From an optimization exercise on the open Yosys and OpenROAD flow, aimed at small area, a short achievable clock period and few clock cycles; shortcuts taken in it are not production practice. At most, simulation tests tie the RTL to the original design; equivalence was not proved. Power is estimated from default activity; no workload was simulated.

==> v4 <==
// gemm_controller
module gemm_controller #(
  parameter int MAX_ELEMS = 16384,
  parameter mp_types::prec_e PREC = mp_types::PREC_INT8
)(
  input  logic        clk,
  input  logic        rstn,
  input  logic        start,
  input  logic [15:0] M, K, Ncols,
  output logic        done,
  output logic [$clog2(MAX_ELEMS)-1:0] addr_A,
  input  logic [31:0]                  data_A,
  output logic [$clog2(MAX_ELEMS)-1:0] addr_B,
  input  logic [31:0]                  data_B,
  output logic [$clog2(MAX_ELEMS)-1:0] addr_C,
  output logic [31:0]                  data_C,
  output logic                         we_C
);
  localparam int AW = $clog2(MAX_ELEMS);
  logic          run;
  logic [AW-1:0] krem, jrem, irem;
  logic          lk, lj, li;       
  logic          kf;               
  logic          dk, dj;           
  logic [AW-1:0] Kw, Nw, Mw;
  assign Kw = K[AW-1:0];
  assign Nw = Ncols[AW-1:0];
  assign Mw = M[AW-1:0];
  logic [AW-1:0] Kr, Nr;
  always_ff @(posedge clk) begin
    Kr <= Kw;
    Nr <= Nw;
  end
  logic [AW-1:0] csel, cdec;
  logic          cis2;
  assign csel = !lk ? krem : (!lj ? jrem : irem);
  assign cdec = csel - 1'b1;
  assign cis2 = (csel == AW'(2));
  logic [AW-1:0] opA, opB, sumA, sumB;
  logic          negB;
  assign opA  = lk ? Kr : {{(AW-1){~dk}}, 1'b1};
  assign negB = lk ? ~dj : ~dk;
  assign opB  = (lk ? AW'(1) : Nr) ^ {AW{negB}};
  assign sumA = addr_A + opA;
  assign sumB = addr_B + opB + AW'(negB);
  always_ff @(posedge clk) begin
    if (!rstn)     run <= 1'b0;
    else if (!run) run <= start;
    else           run <= ~(lk & lj & li);
  end
  always_ff @(posedge clk) begin
    if (!run) begin
      addr_A <= '0;
      addr_B <= '0;
      dk     <= 1'b1;
      dj     <= 1'b1;
      kf     <= 1'b1;
      krem   <= Kw;   lk <= (K == 16'd1);
      jrem   <= Nw;   lj <= (Ncols == 16'd1);
      irem   <= Mw;   li <= (M == 16'd1);
    end else begin
      kf <= lk;
      if (!lk | lj) addr_A <= sumA;    
      if (!lk | !lj) addr_B <= sumB;   
      if (!lk) begin
        krem <= cdec;
        lk   <= cis2;
      end else begin
        dk   <= ~dk;
        krem <= Kw;
        lk   <= (K == 16'd1);
        if (!lj) begin
          jrem <= cdec;
          lj   <= cis2;
        end else begin
          dj   <= ~dj;
          jrem <= Nw;
  ...
==> module gemm_controller, before the edit <==
module gemm_controller #(
  parameter int MAX_ELEMS = 16384,
  parameter mp_types::prec_e PREC = mp_types::PREC_INT8
)(
  input  logic        clk,
  input  logic        rstn,
  input  logic        start,
  input  logic [15:0] M, K, Ncols,
  output logic        done,
  output logic [$clog2(MAX_ELEMS)-1:0] addr_A,
  input  logic [31:0]                  data_A,
  output logic [$clog2(MAX_ELEMS)-1:0] addr_B,
  input  logic [31:0]                  data_B,
  output logic [$clog2(MAX_ELEMS)-1:0] addr_C,
  output logic [31:0]                  data_C,
  output logic                         we_C
);
  localparam int AW = $clog2(MAX_ELEMS);
  logic          run;
  logic [AW-1:0] krem, jrem, irem;
  logic          lk, lj, li;       
  logic          kf;               
  logic          dk, dj;           
  logic [AW-1:0] Kw, Nw, Mw;
  assign Kw = K[AW-1:0];
  assign Nw = Ncols[AW-1:0];
  assign Mw = M[AW-1:0];
  logic [AW-1:0] Kr, Nr;
  always_ff @(posedge clk) begin
    Kr <= Kw;
    Nr <= Nw;
  end
  logic [AW-1:0] csel, cdec;
  logic          cis2;
  assign csel = !lk ? krem : (!lj ? jrem : irem);
  assign cdec = csel - 1'b1;
  assign cis2 = (csel == AW'(2));
  logic [AW-1:0] opA, opB, sumA, sumB;
  logic          negB;
  assign opA  = lk ? Kr : {{(AW-1){~dk}}, 1'b1};
  assign negB = lk ? ~dj : ~dk;
  assign opB  = (lk ? AW'(1) : Nr) ^ {AW{negB}};
  assign sumA = addr_A + opA;
  assign sumB = addr_B + opB + AW'(negB);
  always_ff @(posedge clk) begin
    if (!rstn)     run <= 1'b0;
    else if (!run) run <= start;
    else           run <= ~(lk & lj & li);
  end
  always_ff @(posedge clk) begin
    if (!run) begin
      addr_A <= '0;
      addr_B <= '0;
      dk     <= 1'b1;
      dj     <= 1'b1;
      kf     <= 1'b1;
      krem   <= Kw;   lk <= (K == 16'd1);
      jrem   <= Nw;   lj <= (Ncols == 16'd1);
      irem   <= Mw;   li <= (M == 16'd1);
    end else begin
      kf <= lk;
      if (!lk | lj) addr_A <= sumA;    
      if (!lk | !lj) addr_B <= sumB;   
      if (!lk) begin
        krem <= cdec;
        lk   <= cis2;
      end else begin
        dk   <= ~dk;
        krem <= Kw;
        lk   <= (K == 16'd1);
        if (!lj) begin
          jrem <= cdec;
          lj   <= cis2;
        end else begin
          dj   <= ~dj;
          jrem <= Nw;
          lj   <= (Ncols == 16'd1);
          irem <= cdec;
          li   <= cis2;
        end
      end
    end
  end
  logic f1_first, f1_last, f1_row, f1_fin;
  logic f2_first, f2_last, f2_row, f2_fin;
  logic f3_first, f3_last, f3_row, f3_fin;
  logic f4_first, f4_last, f4_row, f4_fin;
  logic w_row, dc;
  always_ff @(posedge clk) begin
    if (!rstn) begin
      f1_last <= 1'b0; f1_fin <= 1'b0;
      f2_last <= 1'b0; f2_fin <= 1'b0;
      f3_last <= 1'b0; f3_fin <= 1'b0;
      f4_last <= 1'b0; f4_fin <= 1'b0;
      we_C <= 1'b0; done <= 1'b0;
    end else begin
      f1_last <= run & lk;
      f1_fin  <= run & lk & lj & li;
      f2_last <= f1_last; f2_fin <= f1_fin;
      f3_last <= f2_last; f3_fin <= f2_fin;
      f4_last <= f3_last; f4_fin <= f3_fin;
      we_C <= f4_last;
      done <= f4_fin;
    end
  end
  always_ff @(posedge clk) begin
    f1_first <= kf;        f1_row <= lk & lj;
    f2_first <= f1_first;  f2_row <= f1_row;
    f3_first <= f2_first;  f3_row <= f2_row;
    f4_first <= f3_first;  f4_row <= f3_row;
    w_row    <= f4_row;
  end
  logic [AW-1:0] sumC;
  assign sumC = addr_C + (w_row ? Nr : {{(AW-1){~dc}}, 1'b1});
  always_ff @(posedge clk) begin
    if (start) begin
      addr_C <= '0;
      dc     <= 1'b1;
    end else if (we_C) begin
      addr_C <= sumC;
      if (w_row) dc <= ~dc;
    end
  end
  logic [7:0]  a_r, b_r;
  logic [14:0] ms, mc, s_r, c_r;
  logic [15:0] p;
  logic [29:0] acc;
  mul8_cs u_mul (.a(a_r), .b(b_r), .s(ms), .c(mc));
  logic [16:0] lows;
  logic [13:0] hi, hinc, hdec, hnew;
  logic        s_inc, s_dec, s_hold, s_ones;
  assign lows   = {1'b0, acc[15:0]} + {1'b0, p};
  assign hi     = acc[29:16];
  assign hinc   = hi + 1'b1;
  assign hdec   = hi - 1'b1;
  assign s_inc  = ~f4_first & lows[16] & ~p[15];
  assign s_dec  = ~f4_first & ~lows[16] & p[15];
  assign s_hold = ~f4_first & (lows[16] == p[15]);
  assign s_ones = f4_first & p[15];
  assign hnew   = ({14{s_inc}} & hinc) | ({14{s_dec}} & hdec) | ({14{s_hold}} & hi) | {14{s_ones}};
  always_ff @(posedge clk) begin
    a_r <= data_A[7:0];
    b_r <= data_B[7:0];
    s_r <= ms;
    c_r <= mc;
    p   <= {1'b0, s_r} + {1'b0, c_r} - 16'h8000;
    acc <= {hnew, f4_first ? p : lows[15:0]};
  end
  assign data_C = {{2{acc[29]}}, acc};
endmodule
export LEC_CHECK = 0
export CAP_MARGIN = 20
export CORE_MARGIN = 2
export CORE_UTILIZATION = 55
export PLACE_DENSITY = 0.7
export SETUP_SLACK_MARGIN = 5
export SLEW_MARGIN = 20
create_clock -name core_clock -period 8.0 [get_ports {clk}]
standard.sh (not shown) runs the stock make flow with config.mk's settings and CLKGATE_MAP_FILE= SYNTH_SCRIPT=/design/flow/synth_recipe.tcl, a recipe that flattens the netlist after the stock synthesis.
==> flow/flow/run.sh <==
#!/bin/bash
set -euo pipefail
bash standard.sh BUFFER_PORTS_ARGS="-buffer_cell sky130_fd_sc_hd__buf_1" finish > standard_flow.log 2>&1
==> inputs of v32, as changes to v4 <==
--- a/flow/design.v
+++ b/flow/design.v
@@ -323,24 +323,21 @@
   logic [29:0] acc;
   mul8_cs u_mul (.a(a_r), .b(b_r), .s(ms), .c(mc));
   logic [16:0] lows;
-  logic [13:0] hi, hinc, hdec, hnew;
-  logic        s_inc, s_dec, s_hold, s_ones;
-  assign lows   = {1'b0, acc[15:0]} + {1'b0, p};
-  assign hi     = acc[29:16];
-  assign hinc   = hi + 1'b1;
-  assign hdec   = hi - 1'b1;
-  assign s_inc  = ~f4_first & lows[16] & ~p[15];
-  assign s_dec  = ~f4_first & ~lows[16] & p[15];
-  assign s_hold = ~f4_first & (lows[16] == p[15]);
-  assign s_ones = f4_first & p[15];
-  assign hnew   = ({14{s_inc}} & hinc) | ({14{s_dec}} & hdec) | ({14{s_hold}} & hi) | {14{s_ones}};
+  logic [13:0] hi, hinc, hdec, hsum;
+  logic [29:0] accn;
+  assign lows = {1'b0, acc[15:0]} + {1'b0, p};
+  assign hi   = acc[29:16];
+  assign hinc = hi + 1'b1;
+  assign hdec = hi - 1'b1;
+  assign hsum = (lows[16] & ~p[15]) ? hinc : ((~lows[16] & p[15]) ? hdec : hi);
+  assign accn = f4_first ? {{14{p[15]}}, p} : {hsum, lows[15:0]};
   always_ff @(posedge clk) begin
     a_r <= data_A[7:0];
     b_r <= data_B[7:0];
     s_r <= ms;
     c_r <= mc;
     p   <= {1'b0, s_r} + {1'b0, c_r} - 16'h8000;
-    acc <= {hnew, f4_first ? p : lows[15:0]};
+    acc <= accn;
   end
   assign data_C = {{2{acc[29]}}, acc};
 endmodule
--- a/flow/config.mk
+++ b/flow/config.mk
@@ -7,7 +7,7 @@
 export LEC_CHECK = 0
 export CAP_MARGIN = 20
 export CORE_MARGIN = 2
-export CORE_UTILIZATION = 55
-export PLACE_DENSITY = 0.7
+export CORE_UTILIZATION = 40
+export PLACE_DENSITY = 0.6
 export SETUP_SLACK_MARGIN = 5
 export SLEW_MARGIN = 20
==> inputs of v9, as changes to v4 <==
--- a/flow/design.v
+++ b/flow/design.v
@@ -322,25 +322,22 @@
   logic [15:0] p;
   logic [29:0] acc;
   mul8_cs u_mul (.a(a_r), .b(b_r), .s(ms), .c(mc));
+  logic [29:0] aeff;
   logic [16:0] lows;
   logic [13:0] hi, hinc, hdec, hnew;
-  logic        s_inc, s_dec, s_hold, s_ones;
-  assign lows   = {1'b0, acc[15:0]} + {1'b0, p};
-  assign hi     = acc[29:16];
-  assign hinc   = hi + 1'b1;
-  assign hdec   = hi - 1'b1;
-  assign s_inc  = ~f4_first & lows[16] & ~p[15];
-  assign s_dec  = ~f4_first & ~lows[16] & p[15];
-  assign s_hold = ~f4_first & (lows[16] == p[15]);
-  assign s_ones = f4_first & p[15];
-  assign hnew   = ({14{s_inc}} & hinc) | ({14{s_dec}} & hdec) | ({14{s_hold}} & hi) | {14{s_ones}};
+  assign aeff = f4_first ? 30'd0 : acc;
+  assign lows = {1'b0, aeff[15:0]} + {1'b0, p};
+  assign hi   = aeff[29:16];
+  assign hinc = hi + 1'b1;
+  assign hdec = hi - 1'b1;
+  assign hnew = (lows[16] & ~p[15]) ? hinc : ((~lows[16] & p[15]) ? hdec : hi);
   always_ff @(posedge clk) begin
     a_r <= data_A[7:0];
     b_r <= data_B[7:0];
     s_r <= ms;
     c_r <= mc;
     p   <= {1'b0, s_r} + {1'b0, c_r} - 16'h8000;
-    acc <= {hnew, f4_first ? p : lows[15:0]};
+    acc <= {hnew, lows[15:0]};
   end
   assign data_C = {{2{acc[29]}}, acc};
 endmodule
==> flow/run.sh (new file) <==
#!/bin/bash
# synth_recipe.tcl (not shown) runs the flow's synth.tcl, then flattens the netlist and writes it again
# the make line also repeats each setting of config.mk as NAME=value (left out here)
make -C /OpenROAD-flow-scripts/flow DESIGN_CONFIG=/design/flow/config.mk WORK_HOME=/design/flow/orfs CLKGATE_MAP_FILE= SYNTH_SCRIPT=/design/flow/synth_recipe.tcl finish
--- a/flow/config.mk
+++ b/flow/config.mk
@@ -7,7 +7,7 @@
 export LEC_CHECK = 0
 export CAP_MARGIN = 20
 export CORE_MARGIN = 2
-export CORE_UTILIZATION = 55
-export PLACE_DENSITY = 0.7
+export CORE_UTILIZATION = 40
+export PLACE_DENSITY = 0.6
 export SETUP_SLACK_MARGIN = 5
 export SLEW_MARGIN = 20
removed: flow/flow/run.sh
removed: flow/standard.sh
==> qor summary <==
| item | v9 | v32 | v4 |
|---|---|---|---|
| Run status | no timing/DRC/antenna violations | no timing/DRC/antenna violations | no timing/DRC/antenna violations |
| Die Ht | 178 um | 185 um | 154 um |
| Minimum setup slack after placement | 4.36 ns | 4.29 ns | 4.35 ns |
| Wire length of the first global-routing pass | 47,000 um | 49,100 um | 45,400 um |
| Final layout net count | 1,726 | 1,747 | 1,689 |
| Routability congestion estimate | 0.814 | 0.831 | 0.900 |
| Largest voltage drop on the vdd net | 154 uV | 219 uV | 178 uV |
| Sequential element share of the synthesized area | 0.403 | 0.386 | 0.399 |
| Routed length on met1 | 14,200 um | 15,200 um | 13,200 um |
| Power Combinational | 1.34 mW | 2.33 mW | 1.37 mW |
| DP HPWL | 20,200 um | 22,700 um | 20,000 um |
| Vias per std cell | 5.05 | 5.19 | 5.60 |
| Worst Setup SP | f4_first | p[14] | lk |
| Register share of total power | 0.370 | 0.307 | 0.374 |
| Layout overhead on the synthesized area | 27.8% | 17.2% | 15.7% |
| DRT Wirelength | 29,200 um | 31,100 um | 28,100 um |
| Core region area | 29,800 sq um | 32,400 sq um | 21,900 sq um |
| Number of detailed-route iterations in the first pass | 4 | 4 | 5 |
| Terminating pin of the worst hold path | f4_first | f4_first | w_row |
Testbench counts of v4, summed over its fixed seeds: cycles 75,253.
Function not checked in v32 and v9: the RTL went through the layout flow alone.

==> static timing again, ports no longer ideal <==
The flow's constraints put no driver on any port. The routed layouts listed below were extracted and timed again, unchanged, in two steps.
Step 1 assumes that a clkbuf_16 drives the clock port and a buf_2 every other input.
Step 2 adds t to the input delays and takes it off the output delays; t is the mean of the earliest and latest rising clock arrival at the registers after step 1. Input paths then give back, and output paths get back, about the clock's delay inside the block.
a / b / c = no drivers / after step 1 / after step 2; a / b = the first two.
| run | t (ns) | slack for setup (ns) | cell pins on the clock port's net |
|---|---|---|---|
| v4 | 0.564 | 5.101 / 5.095 / 5.101 | 1 |
| v32 | 0.579 | 4.638 / 4.638 / 4.638 | 1 |
| v9 | 0.568 | 4.829 / 4.829 / 4.780 | 1 |
After both steps every run listed still meets setup and hold. The setup slack of v9, which loses most, moves by 0.000 ns with the drivers and by -0.049 ns with both steps.
